This design comes from an exercise in tuning for small area and a short achievable clock period on the open sky130 flow, not from production work. Only simulation tests tie the RTL to the original design; equivalence was not proved.

## v43
==> flow/design.v (excerpt) <==
module sym4_dec_fir_fp32 #(
    parameter [31:0] DEC_H0 = 32'hbd9b2b0e,  
    parameter [31:0] DEC_H1 = 32'hbcf2c635,  
    parameter [31:0] DEC_H2 = 32'h3efec7e0,  
    parameter [31:0] DEC_H3 = 32'h3f4dc1d3,  
    parameter [31:0] DEC_H4 = 32'h3e9880d1,  
    parameter [31:0] DEC_H5 = 32'hbdcb339e,  
    parameter [31:0] DEC_H6 = 32'hbc4e80df,  
    parameter [31:0] DEC_H7 = 32'h3d03fc5f   
)(
    input         clk,
    input         rstn,
    input         din_valid,
    input  [31:0] din,
    output        dout_valid,
    output [31:0] dout
);
localparam M0 = 1, M1 = 1, M2 = 1;        
localparam A1 = 1, A2 = 1, A3 = 1;        
localparam LM = M0 + M1 + M2;
localparam LA = A1 + A2 + A3;
localparam [31:0] P1_INIT  = 32'h00000000;    
localparam [31:0] P2_INIT  = 32'h80000000;    
localparam [31:0] P3_INIT  = 32'h80000000;    
localparam [31:0] S23_INIT = 32'h80000000;    
reg        phase;
reg        v0;
reg        par0;
reg [31:0] x0;
reg [25:0] m30;                            
reg        xh0, xnan0, xinf0, xzero0;      
wire [23:0] din_m = {(din[30:23] != 8'h0), din[22:0]};
always @(posedge clk or negedge rstn) begin
    if (!rstn) begin
        phase <= 1'b0;
        v0    <= 1'b0;
    end else begin
        v0 <= din_valid;
        if (din_valid) phase <= ~phase;
    end
end
reg [3:0] sel0;                            
always @(posedge clk) begin
    sel0 <= {4{phase}};
    x0   <= din;
    m30  <= {2'b00, din_m} + {1'b0, din_m, 1'b0};
    xh0    <= din_m[23];
    xnan0  <= (&din[30:23]) & (|din[22:0]);
    xinf0  <= (&din[30:23]) & ~(|din[22:0]);
    xzero0 <= ~(|din[30:0]);
    par0 <= phase;
end
wire [8:0] md;
pipe #(.W(9), .EN(M0)) u_md(clk, {x0[30:23], par0}, md);
wire [4:0] lt1, lt;
pipe #(.W(5), .EN(M0)) u_lt1(clk, {x0[31], xnan0, xinf0, xzero0, par0}, lt1);
pipe #(.W(5), .EN(M1)) u_lt(clk, lt1, lt);
wire [31:0] q0, q1, q2, q3;
mulc0 #(.R0(M0), .R1(M1), .R2(M2)) u_m0(clk, x0, xh0, md, lt, m30, sel0[0], q0);
  ...
Size: roughly 13000 cells after synthesis, about 1700 flip-flops, ~0.11 sq mm of cells after synthesis.
==> flow/config.mk <==
export PLATFORM = sky130hd
export DESIGN_NAME = sym4_dec_fir_fp32
export DESIGN_NICKNAME = sym4_dec_fir_fp32
export VERILOG_FILES = /design/flow/design.v
export SDC_FILE = /design/flow/constraint.sdc
export NUM_CORES = 4
export LEC_CHECK = 0
export CAP_MARGIN = 20
export CORE_MARGIN = 2
export CORE_UTILIZATION = 55
export CTS_CLUSTER_DIAMETER = 100
export CTS_CLUSTER_SIZE = 20
export PLACE_DENSITY = 0.7
export SLEW_MARGIN = 20
==> flow/constraint.sdc <==
create_clock -name core_clock -period 10.0 [get_ports {clk}]
set_input_delay 2.0000 -clock core_clock [delete_from_list [all_inputs] [get_ports {clk}]]
set_output_delay 2.0000 -clock core_clock [all_outputs]
set_load 0.01 [all_outputs]
standard.sh (not shown) runs the stock make flow with config.mk's settings and CLKGATE_MAP_FILE= SYNTH_SCRIPT=/design/flow/synth_recipe.tcl, a recipe that flattens the netlist after the stock synthesis.
==> flow/flow/run.sh <==
#!/bin/bash
set -euo pipefail
bash standard.sh SETUP_SLACK_MARGIN=6 finish > flow_make.log 2>&1
v43 reached the end of the flow, and the finished layout is clean on the timing, DRC and antenna checks.
Changes in v53 relative to v43:
==> flow/flow/run.sh <==
#!/bin/bash
set -euo pipefail
bash standard.sh SETUP_SLACK_MARGIN=5.25 finish > flow_make.log 2>&1
==> notes.md <==
v53 finished all stages; the layout is clean.
v53 contains fewer vias than v43.
Detailed-route wire length on metal 1: v53 < v43
Clock distribution area overhead in the final layout came out higher on v53 than on v43.
Post-synthesis to final-layout area growth: v53 < v43
Setup changes, v53 to v16
==> flow/flow/run.sh <==
#!/bin/bash
set -euo pipefail
bash standard.sh SETUP_SLACK_MARGIN=5.75 finish > flow_make.log 2>&1
### Flow results
In v16 the layout-stage area growth over the synthesis result turned out 6.2 points higher than in v53. | global-route usage | v16 vs v53 | 1.1 points higher |. Diff v53..v16 | initial antenna violation count | unchanged. Compared with v53, v16 shows routed wire length that has gone up by a few percent. Post-route fraction of the period consumed by the critical path | v16 below v53. Compared with v53, v16 instantiates a larger number of cells. In the flow results for v16 and v53, the routed length on met1 is smaller on v53. [diff] maximum clock frequency, v16 relative to v53: improvement.
Changes in v27 relative to v16:
- PLACE_DENSITY changed from 0.7 to 0.75
- CORE_UTILIZATION changed from 55 to 60
==> flow/flow/run.sh <==
#!/bin/bash
set -euo pipefail
bash standard.sh SETUP_SLACK_MARGIN=5.5 finish > flow_make.log 2>&1
## What came out
- v27 vs v16 — wire length of the first global-routing pass dropped by a few percent
- Number of non-clock buffers in the layout of v27 falls short of that of v16 by more than 10%.
- The wire length of v27 was superior to that of v16.
- v27 vs. v16: final cell count saw a decrease.

-- static timing again, ports no longer ideal --
Ports are ideal in the flow. The routed layouts listed here were re-timed in OpenROAD. Step 1 sets driving cells, clkbuf_16 on the clock port and buf_2 on the other inputs (assumed; they add their load-dependent delay and slew). Step 2 adds t to the input delays and takes it off the output delays; t is the mean of the earliest and latest rising clock arrival at the registers after step 1. Input paths then give back, and output paths get back, about the clock's delay inside the block. Slacks: no drivers / after step 1 / after step 2; pairs: no drivers / after step 1.
run | shift t [ns] | setup slack, ns | worst setup path after step 2 | worst data-port slew with drivers (ns)
v43 | 0.875 | 5.314 / 5.314 / 5.025 | input to register | 0.20
v53 | 0.867 | 5.252 / 5.252 / 4.580 | input to register | 0.18
v16 | 0.855 | 5.329 / 5.329 / 5.084 | input to register | 0.05
v27 | 0.857 | 5.319 / 5.319 / 4.777 | input to register | 0.06
After both steps setup and hold are still met in every run listed. The setup slack of v53, which loses most, moves by 0.000 ns with the drivers and by -0.672 ns with both steps.
